Source: an optimization exercise on an open RTL-to-GDS flow (aim: small area). Production flows keep margins and buffers that such runs may drop.
In this exercise RTL edits were held to simulation tests only and were not proved equivalent to the original.
No activity file was given, so power comes from the tool's default toggle rates.

==> flow/design.v (outline; a module is shown in full before it is edited, if it fits) <==
// module WTA: 2479 lines
module WTA
#(
	parameter  MAXDISPARITY = 64 ,
	parameter  LPDI_WIDTH = 8 ,
	parameter  INPUTDATAWID = 513,
	parameter  OUTPUTDATAWID = 9
  )
(
	input wire                      clk,
	input wire                      en,
	input wire                      pixelEN,
	input  wire[INPUTDATAWID-1:0]   LPDi,
	output wire[OUTPUTDATAWID-1:0]  disparity
);
  // ...
==> flow/flow/run.sh <==
#!/bin/bash
set -euo pipefail
W=$PWD
bash standard.sh synth > "$W/synth_ref.log" 2>&1
cp orfs/results/"$FLOW_PLATFORM"/WTA/base/1_2_yosys.v "$W/ref_synth.v"
python3 flow/map.py "$FLOW_DESIGN" "$W/ref_synth.v" "$W/mapped.v" > "$W/map.log" 2>&1
rm -rf orfs
bash standard.sh SYNTH_NETLIST_FILES="$W/mapped.v" \
  "BUFFER_PORTS_ARGS=-buffer_cell sky130_fd_sc_hd__buf_1" GPL_TIMING_DRIVEN=0 CORE_UTILIZATION=65 PLACE_DENSITY=0.75 finish > "$W/layout.log" 2>&1
==> flow/flow/map.py <==
#!/usr/bin/env python3
"""Technology mapping for this design's RTL, which is written one gate per assignment.

usage: map.py design.v ref_synth.v out.v

Reads design.v (the version's RTL as the layout reads it), maps every
'assign nK = <expression>;' onto the sky130hd cell with that function, every bit of the
step-enabled registers onto sky130_fd_sc_hd__edfxtp_1, and writes the gate netlist.
Register instances get the names the standard synthesis gives them; ref_synth.v (the
standard synthesis of the same design.v) is read to check that the two netlists have the
same registers, by name and cell type. Stops with an error on anything it does not know."""
import re, sys

LIB = {
 'inv':    ('A', 'Y', '~{A}'),
 'nand2':  ('A B', 'Y', '~({A} & {B})'),
 'nor2':   ('A B', 'Y', '~({A} | {B})'),
 'and2':   ('A B', 'X', '{A} & {B}'),
 'or2':    ('A B', 'X', '{A} | {B}'),
 'nand3':  ('A B C', 'Y', '~({A} & {B} & {C})'),
 'nor3':   ('A B C', 'Y', '~({A} | {B} | {C})'),
 'and3':   ('A B C', 'X', '{A} & {B} & {C}'),
 'nand4':  ('A B C D', 'Y', '~({A} & {B} & {C} & {D})'),
 'nor4':   ('A B C D', 'Y', '~({A} | {B} | {C} | {D})'),
 'and4':   ('A B C D', 'X', '{A} & {B} & {C} & {D}'),
 'or4':    ('A B C D', 'X', '{A} | {B} | {C} | {D}'),
 'o22ai':  ('A1 A2 B1 B2', 'Y', '~(({A1} | {A2}) & ({B1} | {B2}))'),
 'a22oi':  ('A1 A2 B1 B2', 'Y', '~(({A1} & {A2}) | ({B1} & {B2}))'),
 'a22o':   ('A1 A2 B1 B2', 'X', '({A1} & {A2}) | ({B1} & {B2})'),
 'o22a':   ('A1 A2 B1 B2', 'X', '({A1} | {A2}) & ({B1} | {B2})'),
 'a21oi':  ('A1 A2 B1', 'Y', '~(({A1} & {A2}) | {B1})'),
 'a221o':  ('A1 A2 B1 B2 C1', 'X', '({A1} & {A2}) | ({B1} & {B2}) | {C1}'),
 'a221oi': ('A1 A2 B1 B2 C1', 'Y', '~(({A1} & {A2}) | ({B1} & {B2}) | {C1})'),
 'o221a':  ('A1 A2 B1 B2 C1', 'X', '({A1} | {A2}) & ({B1} | {B2}) & {C1}'),
 'o221ai': ('A1 A2 B1 B2 C1', 'Y', '~(({A1} | {A2}) & ({B1} | {B2}) & {C1})'),
 'mux2':   ('A0 A1 S', 'X', '{S} ? {A1} : {A0}'),
}
SIG = r'([A-Za-z_]\w*(?:\s*\[\s*\d+\s*\])?)'

def pattern(tmpl):
    out = ''
    for part in re.split(r'(\{\w+\})', tmpl):
        if part.startswith('{'):
            out += SIG
        else:
            for ch in part:
                out += r'\s*' if ch == ' ' else re.escape(ch)
    return re.compile(r'^\s*' + out + r'\s*$')

PATS = [(k, pattern(v[2]), v[0].split(), v[1]) for k, v in LIB.items()]
# most specific first: longer templates before shorter ones
PATS.sort(key=lambda p: -len(LIB[p[0]][2]))

def norm(s):
    return re.sub(r'\s+', '', s)

def die(msg):
    sys.exit('map.py: ' + msg)

def main():
    src, ref, out = sys.argv[1:4]
    text = open(src).read()
    text = re.sub(r'//[^\n]*', '', text)
    text = re.sub(r'/\*.*?\*/', '', text, flags=re.S)
    cells = []
    wires = []
    for m in re.finditer(r'\bassign\s+(n\d+)\s*=\s*([^;]*);', text):
        lhs, rhs = m.group(1), m.group(2)
        for typ, pat, pins, outpin in PATS:
            mm = pat.match(rhs)
            if mm:
                cells.append((typ, lhs, dict(zip(pins, map(norm, mm.groups()))), outpin))
                wires.append(lhs)
                break
        else:
            die(f'no cell for assign {lhs} = {rhs}')
    m = re.search(r'\bwire\s+step\s*=\s*en\s*&\s*pixelEN\s*;', text)
    if not m:
        die('no step')
    regs = {}
    for m in re.finditer(r'\breg\s*\[\s*(\d+)\s*:\s*0\s*\]\s*(\w+)\s*;', text):
        regs[m.group(2)] = int(m.group(1)) + 1
    blocks = re.findall(r'always\s*@\s*\(\s*posedge\s+clk\s*\)\s*if\s*\(\s*step\s*\)\s*(\w+)\s*<=\s*\{([^}]*)\}\s*;', text)
    if sorted(b[0] for b in blocks) != sorted(regs):
        die(f'registers {sorted(regs)} vs assignments {[b[0] for b in blocks]}')

    def expand(item):
        item = norm(item)
        m = re.fullmatch(r'(\w+)\[(\d+):(\d+)\]', item)
        if m:
            hi, lo = int(m.group(2)), int(m.group(3))
            return [f'{m.group(1)}[{i}]' for i in range(hi, lo - 1, -1)]
        m = re.fullmatch(r"(\d+)'b([01]+)", item)
        if m:
            assert int(m.group(1)) == len(m.group(2))
            return ['zero' if c == '0' else 'one' for c in m.group(2)]
        return [item]

    flops = []
    for name, body in blocks:
        bits = [b for it in body.split(',') for b in expand(it)]
        if len(bits) != regs[name]:
            die(f'{name}: {len(bits)} bits for {regs[name]}')
        for i, d in enumerate(reversed(bits)):
            flops.append((f'{name}[{i}]', d))
    m = re.search(r'\bassign\s+disparity\s*=\s*\{([^}]*)\}\s*;', text)
    if not m:
        die('no disparity')
    outs = [b for it in m.group(1).split(',') for b in expand(it)]
    if len(outs) != 9:
        die('disparity width')
    outs = list(reversed(outs))

    # registers of the standard synthesis
    reftxt = open(ref).read()
    refregs = sorted(re.findall(r'(sky130_fd_sc_hd__\w+)\s+\\(\S+\$_\w+)\s', reftxt))
    mine = sorted(('sky130_fd_sc_hd__edfxtp_1', f'{q}$_DFFE_PP_') for q, _ in flops)
    if refregs != mine:
        die(f'registers differ from the standard synthesis: {refregs[:5]} ... vs {mine[:5]} ...')

    regnames = {q for q, _ in flops}
    def net(n):
        if n in regnames:
            return '\\' + n + ' '
        return n
    L = ['module WTA(clk, en, pixelEN, LPDi, disparity);',
         '  input clk; input en; input pixelEN; input [512:0] LPDi; output [8:0] disparity;',
         '  wire step; wire zero;']
    for q, _ in flops:
        L.append(f'  wire {net(q)};')
    for w in wires:
        L.append(f'  wire {w};')
    L.append('  sky130_fd_sc_hd__and2_1 ustep (.A(en), .B(pixelEN), .X(step));')
    for i, (typ, o, pins, outpin) in enumerate(cells):
        ps = ', '.join(f'.{p}({net(n)})' for p, n in pins.items())
        L.append(f'  sky130_fd_sc_hd__{typ}_1 g{i} ({ps}, .{outpin}({o}));')
    for q, d in flops:
        L.append(f'  sky130_fd_sc_hd__edfxtp_1 \\{q}$_DFFE_PP_  (.CLK(clk), .D({net(d)}), .DE(step), .Q({net(q)}));')
    if 'one' in outs:
        die('constant one output')
    L.append('  sky130_fd_sc_hd__conb_1 tie0 (.LO(zero));')
    for k, o in enumerate(outs):
        L.append(f'  assign disparity[{k}] = {net(o)};')
    L.append('endmodule')
    open(out, 'w').write('\n'.join(L) + '\n')
    print(f'map.py: {len(cells)} gates, {len(flops)} registers')

main()
==> flow/standard.sh <==
#!/bin/bash
# synth_recipe.tcl (not shown) runs the flow's synth.tcl, then flattens the netlist and writes it again
# the make line also repeats each setting of config.mk as NAME=value (left out here)
make -C /OpenROAD-flow-scripts/flow DESIGN_CONFIG=/design/flow/config.mk WORK_HOME=/design/flow/orfs CLKGATE_MAP_FILE= SYNTH_SCRIPT=/design/flow/synth_recipe.tcl "${@:-finish}"
==> flow/config.mk <==
export PLATFORM = sky130hd
export DESIGN_NAME = WTA
export DESIGN_NICKNAME = WTA
export VERILOG_FILES = /design/flow/design.v
export SDC_FILE = /design/flow/constraint.sdc
export NUM_CORES = 8
export LEC_CHECK = 0
export CAP_MARGIN = 20
export CORE_MARGIN = 2
export CORE_UTILIZATION = 40
export SLEW_MARGIN = 20
==> flow/constraint.sdc <==
create_clock -name core_clock -period 6.67 [get_ports {clk}]
set_input_delay 1.3340 -clock core_clock [delete_from_list [all_inputs] [get_ports {clk}]]
set_output_delay 1.3340 -clock core_clock [all_outputs]
set_load 0.01 [all_outputs]
==> run summary, run 1 <==
chip height 126 um; status aborted with a tool error; post-synthesis cell area 9750 um2; Synth Instances 1,275; Tool Error [ERROR PPL-0024] Number of IO pins (525) exceeds maximum number of available positions (450). Increase the die perimeter from 505.92um to 714.00um.; Ys Warns 0; Synth Area per Inst 7.65 um2; Fail Step 3_2_place_iop; Starting Density 66.8%; Core Rows 44; die width 126 um
==> run 2: changes to the inputs <==
==> flow/flow/run.sh (replaced) <==
#!/bin/bash
set -euo pipefail
W=$PWD
bash standard.sh synth > "$W/synth_ref.log" 2>&1
cp orfs/results/"$FLOW_PLATFORM"/WTA/base/1_2_yosys.v "$W/ref_synth.v"
python3 flow/map.py "$FLOW_DESIGN" "$W/ref_synth.v" "$W/mapped.v" > "$W/map.log" 2>&1
rm -rf orfs
bash standard.sh SYNTH_NETLIST_FILES="$W/mapped.v" \
  "BUFFER_PORTS_ARGS=-buffer_cell sky130_fd_sc_hd__buf_1" GPL_TIMING_DRIVEN=0 finish > "$W/layout.log" 2>&1
--- a/flow/flow/map.py
+++ b/flow/flow/map.py
@@ -34,6 +34,14 @@
  'o221a':  ('A1 A2 B1 B2 C1', 'X', '({A1} | {A2}) & ({B1} | {B2}) & {C1}'),
  'o221ai': ('A1 A2 B1 B2 C1', 'Y', '~(({A1} | {A2}) & ({B1} | {B2}) & {C1})'),
  'mux2':   ('A0 A1 S', 'X', '{S} ? {A1} : {A0}'),
+}
+# same-area stronger variants
+FREE = {'inv': 2, 'mux2': 2, 'or2': 2, 'o221a': 2}
+# (fanout at least, size) per cell type
+FANOUT_SIZE = {
+ 'a221o': [(3, 2)], 'a22o': [(3, 2)], 'o22a': [(3, 2)], 'and2': [(3, 2), (6, 4)], 'and4': [(3, 2), (6, 4)],
+ 'or2': [(6, 4)], 'and3': [(3, 2), (6, 4)], 'or4': [(3, 2), (6, 4)],
+ 'nand2': [(6, 2)], 'nand3': [(6, 2)], 'a21oi': [(6, 2)],
 }
 SIG = r'([A-Za-z_]\w*(?:\s*\[\s*\d+\s*\])?)'
 
@@ -118,6 +126,21 @@
     if refregs != mine:
         die(f'registers differ from the standard synthesis: {refregs[:5]} ... vs {mine[:5]} ...')
 
+    # drive strengths: free upgrades (same area), then by fanout
+    fanout = {}
+    for typ, o, pins, outpin in cells:
+        for n in pins.values():
+            fanout[n] = fanout.get(n, 0) + 1
+    for q, d in flops:
+        fanout[d] = fanout.get(d, 0) + 1
+    size = {}
+    for typ, o, pins, outpin in cells:
+        s_ = FREE.get(typ, 1)
+        fo = fanout.get(o, 0)
+        for lim, sz in FANOUT_SIZE.get(typ, []):
+            if fo >= lim:
+                s_ = max(s_, sz)
+        size[o] = s_
     regnames = {q for q, _ in flops}
     def net(n):
         if n in regnames:
@@ -133,7 +156,7 @@
     L.append('  sky130_fd_sc_hd__and2_1 ustep (.A(en), .B(pixelEN), .X(step));')
     for i, (typ, o, pins, outpin) in enumerate(cells):
         ps = ', '.join(f'.{p}({net(n)})' for p, n in pins.items())
-        L.append(f'  sky130_fd_sc_hd__{typ}_1 g{i} ({ps}, .{outpin}({o}));')
+        L.append(f'  sky130_fd_sc_hd__{typ}_{size[o]} g{i} ({ps}, .{outpin}({o}));')
     for q, d in flops:
         L.append(f'  sky130_fd_sc_hd__edfxtp_1 \\{q}$_DFFE_PP_  (.CLK(clk), .D({net(d)}), .DE(step), .Q({net(q)}));')
     if 'one' in outs:
==> run 2 against run 1 <==
- the run now finishes clean
- synthesized cell count is the same
- synthesized area grew 5.7%
==> run summary, run 2 <==
Non-Filler Instances 2,162; status finished clean (was aborted with a tool error); WP data required 6.72 ns; first-pass GRT wire length 68,800 um; vias in the first global route 13,156; Top Metal Used met5; Max-Cap Viols 0; fin crit share 97.1%; sequential fraction of design power 19.3%; 1st-pass router iterations 6; deepest clock path buffer count 2; DRT Wirelength 48,600 um; Die ar. 27,100 um2; Starting Density 40.8% (was 66.8%); routability cong. 0.967; Synth Instances 1,275 (unchanged); Placed Instances 2,128; Synth Area per Inst 8.09 um2 (was 7.65 um2); Clock power frac 11.7%; met3 routed WL 4500 um; Largest regs pipe: 35 flops, s1: 20 flops; Tot Pwr 2260 uW; Leak 0.00395 uW; CP max-delay cell nor4_1; Final nets 2,340; minimum clock period after layout 6.48 ns; fmax 154 MHz; reg-to-reg startpoint s1[4]; startpoint types input port; Crit Path Max Fanout 9; Final ANT Viol Nets 0; DRC Markers 0; # IOs 525; path type of the worst setup path in -> reg; aggregate global routing overflow 0; CTS tree done; Worst IR Drop VDD 98.0 uV; H-tree levels 2; port bufs 522; Internal Power 1180 uW; CTS buffer count 5; GRT Util Overall 32.2%; Met1 Wirelength 18,500 um; drt first-iter violations 1,557; commonest non-fill, non-tap cell in the layout buf_1; ratio of cells with drive above 1 in the final layout 25.8%; Critical Path Start LPDi[135]; Via density 6.85; Core Rows 58 (was 44); Vias 14,817; chip height 165 um (was 126 um); CTS clk-pin slew, worst paths 0.07 ns; most frequent cells in the layout 518 x buf_1, 230 x o22ai_1, 200 x nor3_1, 128 x a221o_2, 123 x nor2_1; Setup crit end kind flip-flop; count of final max-slew check failures 0; worst hold path type reg -> reg; largest net degree at the start of global routing 56; initial antenna violation count 8; Pwr Density 164 nW/um2; area post-placement 12,700 um2; CP most frequent cell nand3_4; crit path DAT 6.53 ns; core footprint 25,300 um2; Gate power share 69.0%; die width 165 um (was 126 um); number of flip-flops in the largest register 35; Top reg by flops pipe; clk sinks 55; Routed WL per cell 22.5 um; final worst slack 0.191 ns; Worst path max stage delay 0.46 ns; NetSw 1080 uW; dpl ws -0.744 ns; min-delay src s1[19]; CTS Hold Buffers Added 0; Worst-Skew Late Latency 0.30 ns; WL met2 23,300 um; HPWL Detailed 40,600 um; Layout area overhead 33.6%; # setup viols final 0; Max Clock Skew 0.00643 ns; Ys Warns 0 (unchanged); Rel. slew slack 51.9%; Final Hold Viols 0; sw frac 47.6%; CTS Root Cell clkbuf_16; worst-margin pin slew 0.722 ns; final instance area 13,800 um2; post-synthesis cell area 10,300 um2 (was 9750 um2)
## run 2: final timing paths
check                               end  slack, ns  cells after the start
worst min-delay path            pipe[6]       0.41                      0
worst max-delay path              s1[0]       0.19                     28
worst min register to register  pipe[6]       0.41                      0
worst max register to register  pipe[0]       5.36                      2
## run 2: critical path, delay by kind of cell
family	cells	cell delay, ns
buffers and inverters	5	0.91
AOI/OAI and AO/OA	9	1.74
muxes	1	0.31
and+or+nand+nor	13	2.21
## run 2: metal layers
metal,vias up,GRT usage (%)
met5,-,0
met1,6935,37.7
met4,2,15.1
met2,860,56.1
met3,138,6.58
li1,6882,-
## run 2: what timing repair did
| action | in CTS | in global routing |
|---|---|---|
| pin swaps | 1 | 44 |
| resized for setup | 23 | 88 |
| setup buffers | 2 | 16 |
| cloned | 0 | 1 |
| endpoints found under the setup margin | 19 | 19 |
## run 2: power by group through the flow
stage          registers, uW  logic (uW)  clock network [uW]
2_1_floorplan            438         850                   0
3_3_place_gp             444        1280                   0
3_5_place_dp             443        1290                   0
4_1_cts                  436        1390                 271
5_1_grt                  438        1680                 280
6_report                 436        1560                 264
## run 2: stage by stage
stage / hold WS [ns] / utilization [%] / TNS, ns
3_5_place_dp: 0.405 / 50.2 / -11.83
3_3_place_gp: 0.401 / 50.2 / -9.54
4_1_cts: 0.415 / 51.6 / 0
5_1_grt: 0.420 / 54.5 / -0.803
2_1_floorplan: 0.400 / - / 0
6_report: 0.413 / 54.5 / 0
## run 2: layout make-up
cell class / instances / area [um2]
Clock buffer: 5 / 125
Timing Repair Buffer: 540 / 2120
Sequential cell: 55 / 1650
Antenna cell: 7 / 17.5
Tap cell: 330 / 413
Multi-Input combinational cell: 1222 / 9410
Fill cell: 2503 / 11500
Clock inverter: 3 / 25.0
==> run 3: changes to the inputs <==
==> flow/flow/run.sh (replaced) <==
#!/bin/bash
set -euo pipefail
W=$PWD
bash standard.sh synth > "$W/synth_ref.log" 2>&1
cp orfs/results/"$FLOW_PLATFORM"/WTA/base/1_2_yosys.v "$W/ref_synth.v"
python3 flow/map.py "$FLOW_DESIGN" "$W/ref_synth.v" "$W/mapped.v" > "$W/map.log" 2>&1
rm -rf orfs
bash standard.sh SYNTH_NETLIST_FILES="$W/mapped.v" \
  "BUFFER_PORTS_ARGS=-buffer_cell sky130_fd_sc_hd__buf_1" GPL_TIMING_DRIVEN=0 PLACE_DENSITY=0.75 finish > "$W/layout.log" 2>&1
==> run 3 against run 2 <==
- first-iteration DRC count rose by 24%
- critical endpoint is now s1[6]
- largest cell class unchanged
- non-clock buffer count rose by 12
- highest routed layer is now met4
- sequential cell count did not move
- final area rose by 1.8%
- synthesized area did not move
- sequential share of layout area fell by 0.21 points
- still clean on timing, DRC and antenna
- die area did not move
- synthesized cell count did not move
- total power rose by 5.3%
- clock-buffer cell count did not move
==> run summary, run 3 <==
Final Hold Viols 0 (unchanged); Core Rows 58 (unchanged); CP max-delay cell a221o_2 (was nor4_1); Synth Area per Inst 8.09 um2 (unchanged); # setup viols final 0 (unchanged); GRT Util Overall 32.5% (was 32.2%); count of final max-slew check failures 0 (unchanged); Worst-Skew Late Latency 0.29 ns (was 0.30 ns); Pwr Density 170 nW/um2 (was 164 nW/um2); CTS buffer count 5 (unchanged); worst hold path type reg -> reg (unchanged); CP Buf/Inv Count 2 (was 5); largest net degree at the start of global routing 56 (unchanged); Routed WL per cell 22.9 um (was 22.5 um); path type of the worst setup path in -> reg (unchanged); worst-margin pin slew 0.690 ns (was 0.722 ns); Die ar. 27,100 um2 (unchanged); number of flip-flops in the largest register 35 (unchanged); CTS Root Cell clkbuf_16 (unchanged); H-tree levels 2 (unchanged); DRT Wirelength 49,800 um (was 48,600 um); fin crit share 97.5% (was 97.1%); WP data required 6.71 ns (was 6.72 ns); Final nets 2,354 (was 2,340); port bufs 522 (unchanged); Layout area overhead 35.9% (was 33.6%); Starting Density 40.8% (unchanged); Worst IR Drop VDD 128 uV (was 98.0 uV); Synth Instances 1,275 (unchanged); DRC Markers 0 (unchanged); CTS tree done (unchanged); minimum clock period after layout 6.51 ns (was 6.48 ns); aggregate global routing overflow 0 (unchanged); core footprint 25,300 um2 (unchanged); 1st-pass router iterations 6 (unchanged); deepest clock path buffer count 2 (unchanged); commonest non-fill, non-tap cell in the layout buf_1 (unchanged); clk sinks 55 (unchanged); Max Clock Skew 0.00603 ns (was 0.00643 ns); CP most frequent cell nand3_4 (unchanged); crit-path leading delay family simple AND/OR/NAND/NOR gates (unchanged); Max-Cap Viols 0 (unchanged); most frequent cells in the layout 520 x buf_1, 230 x o22ai_1, 200 x nor3_1, 128 x a221o_2, 124 x nor2_1 (was 518 x buf_1, 230 x o22ai_1, 200 x nor3_1, 128 x a221o_2, 123 x nor2_1); Leak 0.00405 uW (was 0.00395 uW); Worst path max stage delay 0.48 ns (was 0.46 ns); Crit Path Max Fanout 9 (unchanged); Largest regs pipe: 35 flops, s1: 20 flops (unchanged); HPWL Detailed 40,500 um (was 40,600 um); Rel. slew slack 54.0% (was 51.9%); Setup crit end kind flip-flop (unchanged); post-synthesis cell area 10,300 um2 (unchanged); startpoint types input port (unchanged); ratio of cells with drive above 1 in the final layout 26.7% (was 25.8%); fmax 154 MHz (about the same); Ys Warns 0 (unchanged); initial antenna violation count 3 (was 8); setup slack, reg-to-reg 5.36 ns (about the same); routability cong. 1.01 (was 0.967); chip height 165 um (unchanged); drt first-iter violations 1,926 (was 1,557); crit path DAT 6.55 ns (was 6.53 ns); first-pass GRT wire length 70,100 um (was 68,800 um); Final Util 55.5% (was 54.5%); status finished clean (unchanged); vias in the first global route 13,336 (was 13,156); die width 165 um (unchanged); # IOs 525 (unchanged); Top reg by flops pipe (unchanged); Final ANT Viol Nets 0 (unchanged); CTS clk-pin slew, worst paths 0.07 ns (about the same); Via density 6.99 (was 6.85); Vias 15,185 (was 14,817); TNS Setup 0 ns (unchanged)
==> run 3: changes by cell type in the layout (fill, tap and decap cells not counted), moves of 3 or more <==
cell / delta
nor4_1: -6
a221oi_4: -3
nand3_4: +4
buf_4: +12
nor4_4: +3
nand3_1: -3
o221ai_4: +3
nor4_2: +3
diode_2: -4
a221oi_2: +3
o221ai_2: -3
==> run 3: cell type report <==
cell class	instances	area (um2)
flip-flops and latches	55	1650
diodes	3	7.51
repair buffers	552	2210
well taps	330	413
clock inverters	3	46.3
fillers	2440	11200
multi-input cells	1224	9560
clock buffers	5	125
==> run 3: worst paths after layout <==
check | start | endpoint | cells after the start
worst max-delay path | LPDi[158] | s1[6] | 25
worst min-delay path | pipe[6] | pipe[13] | 0
worst max register to register | s1[4] | pipe[2] | 2
worst min register to register | pipe[6] | pipe[13] | 0
==> run 3: repair_timing <==
action | CTS | global route
resized for setup | 29 | 99
setup buffers | 0 | 30
hold buffers | 0 | 0
pin swaps | 2 | 57
endpoints found under the setup margin | 15 | 19
cloned | 0 | 3
==> run 3: per-stage QoR <==
step                      area, um2  power, uW  worst slack, ns  hold slack [ns]  std cells
after global routing          14000       2510          -0.0863            0.419       2171
after detailed placement      12700       1740           -0.555            0.405       2128
after global placement        12700       1710           -0.463            0.400       2128
after CTS                     13100       2110           0.0130            0.416       2136
after floorplan               10300       1290            0.635            0.400       1276
final                         14000       2380            0.163            0.416       2172
==> run 3: per-layer routing <==
layer	wire length (um)	vias to the layer above	global-route usage (%)	share of wire, %
met5	0	-	0	0
met2	23700	1000	56.4	48
li1	-	6894	-	-
met1	19400	7132	41.4	39
met4	1930	0	9.96	3.9
met3	4770	159	5.12	9.6
==> run 3: where the power goes <==
group          switching (uW)  leakage (uW)  internal, uW
registers                10.4      0.000550           423
logic                     990       0.00342           661
clock network             116     0.0000804           178

-- port drivers added, routing unchanged --
No port has a modelled driver above. Below, the same layouts with a new extraction and two added sets of constraints. Step 1, drivers: a clkbuf_16 drives clk and a buf_2 each remaining input, both assumed. Step 2 adds t to the input delays and takes it off the output delays; t is the mean of the earliest and latest rising clock arrival at the registers after step 1. Input paths then give back, and output paths get back, about the clock's delay inside the block. Three values: ideal, step 1, step 2; two values: the first two.
run | shift t [ns] | setup slack, ns | slew at the worst register clock pin (ns) | worst slew at a driven data input, ns
run 2 | 0.331 | 0.191 / 0.201 / -0.129 | 0.07 / 0.07 | 0.13
run 3 | 0.328 | 0.163 / 0.151 / -0.176 | 0.07 / 0.07 | 0.11
Met with ideal ports but missed after step 2: setup timing in run 2 and run 3. The setup slack of run 3, which loses most, moves by -0.012 ns with the drivers and by -0.339 ns with both steps.
